This design comes from an exercise in tuning for small area, a short achievable clock period and few clock cycles on the open sky130 flow, not from production work. Where RTL was checked, it was by simulation tests only, not by an equivalence proof against the original. No activity file was given, so power comes from the tool's default toggle rates.

Setup of run A:
## jlc3_core
module jlc3_core (
     input  wire        clk_i_w
    ,input  wire        rst_i_w       
    ,input  wire        en_i_w        
    ,output wire        mem_en_o_w
    ,output wire        mem_we_o_w
    ,output wire [15:0] mem_addr_o_w
    ,output wire [15:0] mem_wdat_o_w
    ,input  wire [15:0] mem_rdat_i_w
    ,input  wire        mem_rdy_i_w
);
Settings: LEC_CHECK=0, ABC_AREA=1, CAP_MARGIN=20, CORE_MARGIN=2, CORE_UTILIZATION=55, PLACE_DENSITY=0.75, SETUP_SLACK_MARGIN=3.6, SLEW_MARGIN=20, TNS_END_PERCENT=100; clock period 8.0 ns.
standard.sh (not shown) runs the stock make flow with config.mk's settings and CLKGATE_MAP_FILE= SYNTH_SCRIPT=/design/flow/synth_recipe.tcl, a recipe that flattens the netlist after the stock synthesis.
==> flow/flow/run.sh <==
#!/bin/bash
set -euo pipefail
bash standard.sh ADDER_MAP_FILE= finish > standard.log 2>&1
Testbench counts of run A, summed over its fixed seeds: cycles 25,627.
--- input diff run A..run C ---
--- a/flow/design.v
+++ b/flow/design.v
@@ -31,17 +31,15 @@
             gg = g;
             gg[0] = g[0] | (p[0] & cin);
             pp = p;
             for (l = 1; l < 16; l = l * 2) begin
                 gn = gg;
                 pn = pp;
-                for (k = 0; k < 16; k = k + 1) begin
-                    if (k & l) begin
-                        gn[k] = gg[k] | (pp[k] & gg[(k & ~(l - 1)) - 1]);
-                        pn[k] = pp[k] & pp[(k & ~(l - 1)) - 1];
-                    end
+                for (k = l; k < 16; k = k + 1) begin
+                    gn[k] = gg[k] | (pp[k] & gg[k-l]);
+                    pn[k] = pp[k] & pp[k-l];
                 end
                 gg = gn;
                 pp = pn;
             end
             add16 = p ^ {gg[14:0], cin};
         end
### Flow results
Run C: done, clean on timing, DRC and antenna. Compared with run A, first-pass GRT wire length in run C increased by a few percent. Combinational share of power (higher): run A. The higher simple-gate share of the synthesized area came out of run A. Logic depth of the worst register-to-register path: run C < run A. Going from run A to run C, met3 wirelength from detailed routing went down by 200 um, static leakage went up by 0.032 nW, starting density of the core went down by 0.59 points. In the metrics for run A and run C, the one carrying the higher routed via count is run C. Min required time of the critical path across run A and run C: run A. HPWL reported at the end of detailed placement on run C is up relative to run A. Power per unit of standard cell area of run C falls short of that of run A by a few percent.
Testbench counts of run C, summed over its fixed seeds: cycles 25,627.

* * *

v6:
Another version of the RTL of jlc3_core (not shown whole).
Size in the first run: ~1400 cells after synthesis, about 180 flip-flops, roughly 54 I/O pins, ~0.012 mm^2 of cells after synthesis.
export LEC_CHECK = 0
export ABC_AREA = 1
export CAP_MARGIN = 20
export CORE_MARGIN = 2
export CORE_UTILIZATION = 55
export PLACE_DENSITY = 0.75
export SETUP_SLACK_MARGIN = 3.9
export SLEW_MARGIN = 20
export TNS_END_PERCENT = 100
create_clock -name core_clock -period 8.0 [get_ports {clk_i_w}]
Scripts as last shown in full above: flow/flow/run.sh
--- input diff v6..v7 ---
diff --git a/flow/design.v b/flow/design.v
--- a/flow/design.v
+++ b/flow/design.v
@@ -12,17 +12,16 @@
     reg [15:0] addr_r;    
     reg [15:0] pc_r;      
     reg        dat_r;     
     reg        dld_r;     
     reg        dst_r;     
     reg        dptr_r;    
     reg        dsti_r;    
     reg [2:0]  dreg_r;    
-    reg [7:0]  dsel_r;    
     reg        n_r;       
     reg        z_r;
     reg [15:0] rf_r [0:7];    
     reg        clr_r;     
     integer i;
     function [15:0] add16(input [15:0] a, input [15:0] b, input cin);
         reg [15:0] g, p, gg, pp, gn, pn;
         integer l, k;
@@ -77,17 +76,17 @@
     reg  [15:0] rdc_w;      
     always @(*) begin
         rda_w = 16'b0;
         rdb_w = 16'b0;
         rdc_w = 16'b0;
         for (i = 0; i < 8; i = i + 1) begin
             rda_w = rda_w | ({16{ra_w == i}} & ~rf_r[i]);
             rdb_w = rdb_w | ({16{rb_w == i}} & ~rf_r[i]);
-            rdc_w = rdc_w | ({16{dsel_r[i]}} & ~rf_r[i]);
+            rdc_w = rdc_w | ({16{dreg_r == i}} & ~rf_r[i]);
         end
         opa_w = pcrel_w ? addr_r : rda_w;
     end
     wire [15:0] off9_w  = {{7{ins_w[8]}}, ins_w[8:0]};
     wire [15:0] off11_w = {{5{ins_w[10]}}, ins_w[10:0]};
     wire [15:0] off6_w  = {{10{ins_w[5]}}, ins_w[5:0]};
     wire [15:0] imm5_w  = {{11{ins_w[4]}}, ins_w[4:0]};
     wire        isreg_w = (i_add | i_and) & ~ins_w[5];   
@@ -177,18 +176,16 @@
                 dptr_r <= 1'b0;
             end
         end
     end
     always @(posedge clk_i_w) begin
         if (adv_w && fet_w) begin
             pc_r   <= pcn_w;
             dreg_r <= ins_w[11:9];
-            for (i = 0; i < 8; i = i + 1)
-                dsel_r[i] <= (ins_w[11:9] == i);
             dsti_r <= op_w[0];
         end
     end
     assign mem_en_o_w   = en_i_w;
     assign mem_we_o_w   = dst_r;
     assign mem_addr_o_w = addr_r;
     assign mem_wdat_o_w = rdc_w;
 endmodule
Results
On proportion of layout cells with a drive suffix above 1, the lower figure sits with v6, not v7.
Between v7 and v6, it is v7 whose sequential share of layout area is lower, by 2.0 points.
Total half-perimeter wirelength after legalization and detailed placement in v7 is 2400 um below v6.
There was hardly any difference in routed wire length between v6 and v7.
For v6, the end point of the critical path was mem_wdat_o_w[7], unlike v7, where it was rf_r[2][7].
Going from v6 to v7, share of the clock period used by the worst path went up; worst-margin pin slew went up.
Function was not checked in any run of this note: the RTL went through the layout flow alone.

## what the ideal ports hide
How much do the figures lean on ideal ports? The routed layouts below were timed once more, with nothing changed but the port constraints. Step 1 (the two cells are an assumption about what drives the block):
set clk [get_ports {clk_i_w}]
set_driving_cell -lib_cell sky130_fd_sc_hd__clkbuf_16 $clk
set_driving_cell -lib_cell sky130_fd_sc_hd__buf_2 [delete_from_list [all_inputs] $clk]
Step 2 also shifts input and output timing later by t, the mid clock arrival at the registers, as if the neighbouring blocks saw the same clock. Three values: no drivers, after step 1, after step 2; two values: the first two.
run	t (ns)	setup WS [ns]	worst register clock-pin slew, ns	worst slew at a driven data input, ns	cell pins on the clock port's net
run A	0.490	3.610 / 3.563 / 3.279	0.08 / 0.08	0.03	1
run C	0.489	3.625 / 3.581 / 3.164	0.08 / 0.08	0.04	1
v6	0.492	3.907 / 3.857 / 3.482	0.09 / 0.09	0.05	1
v7	0.488	3.816 / 3.833 / 3.345	0.08 / 0.08	0.07	1
After both steps setup and hold are still met in every run listed. For v7, which loses most, drivers alone change the setup slack by +0.017 ns; drivers and shift together by -0.471 ns.
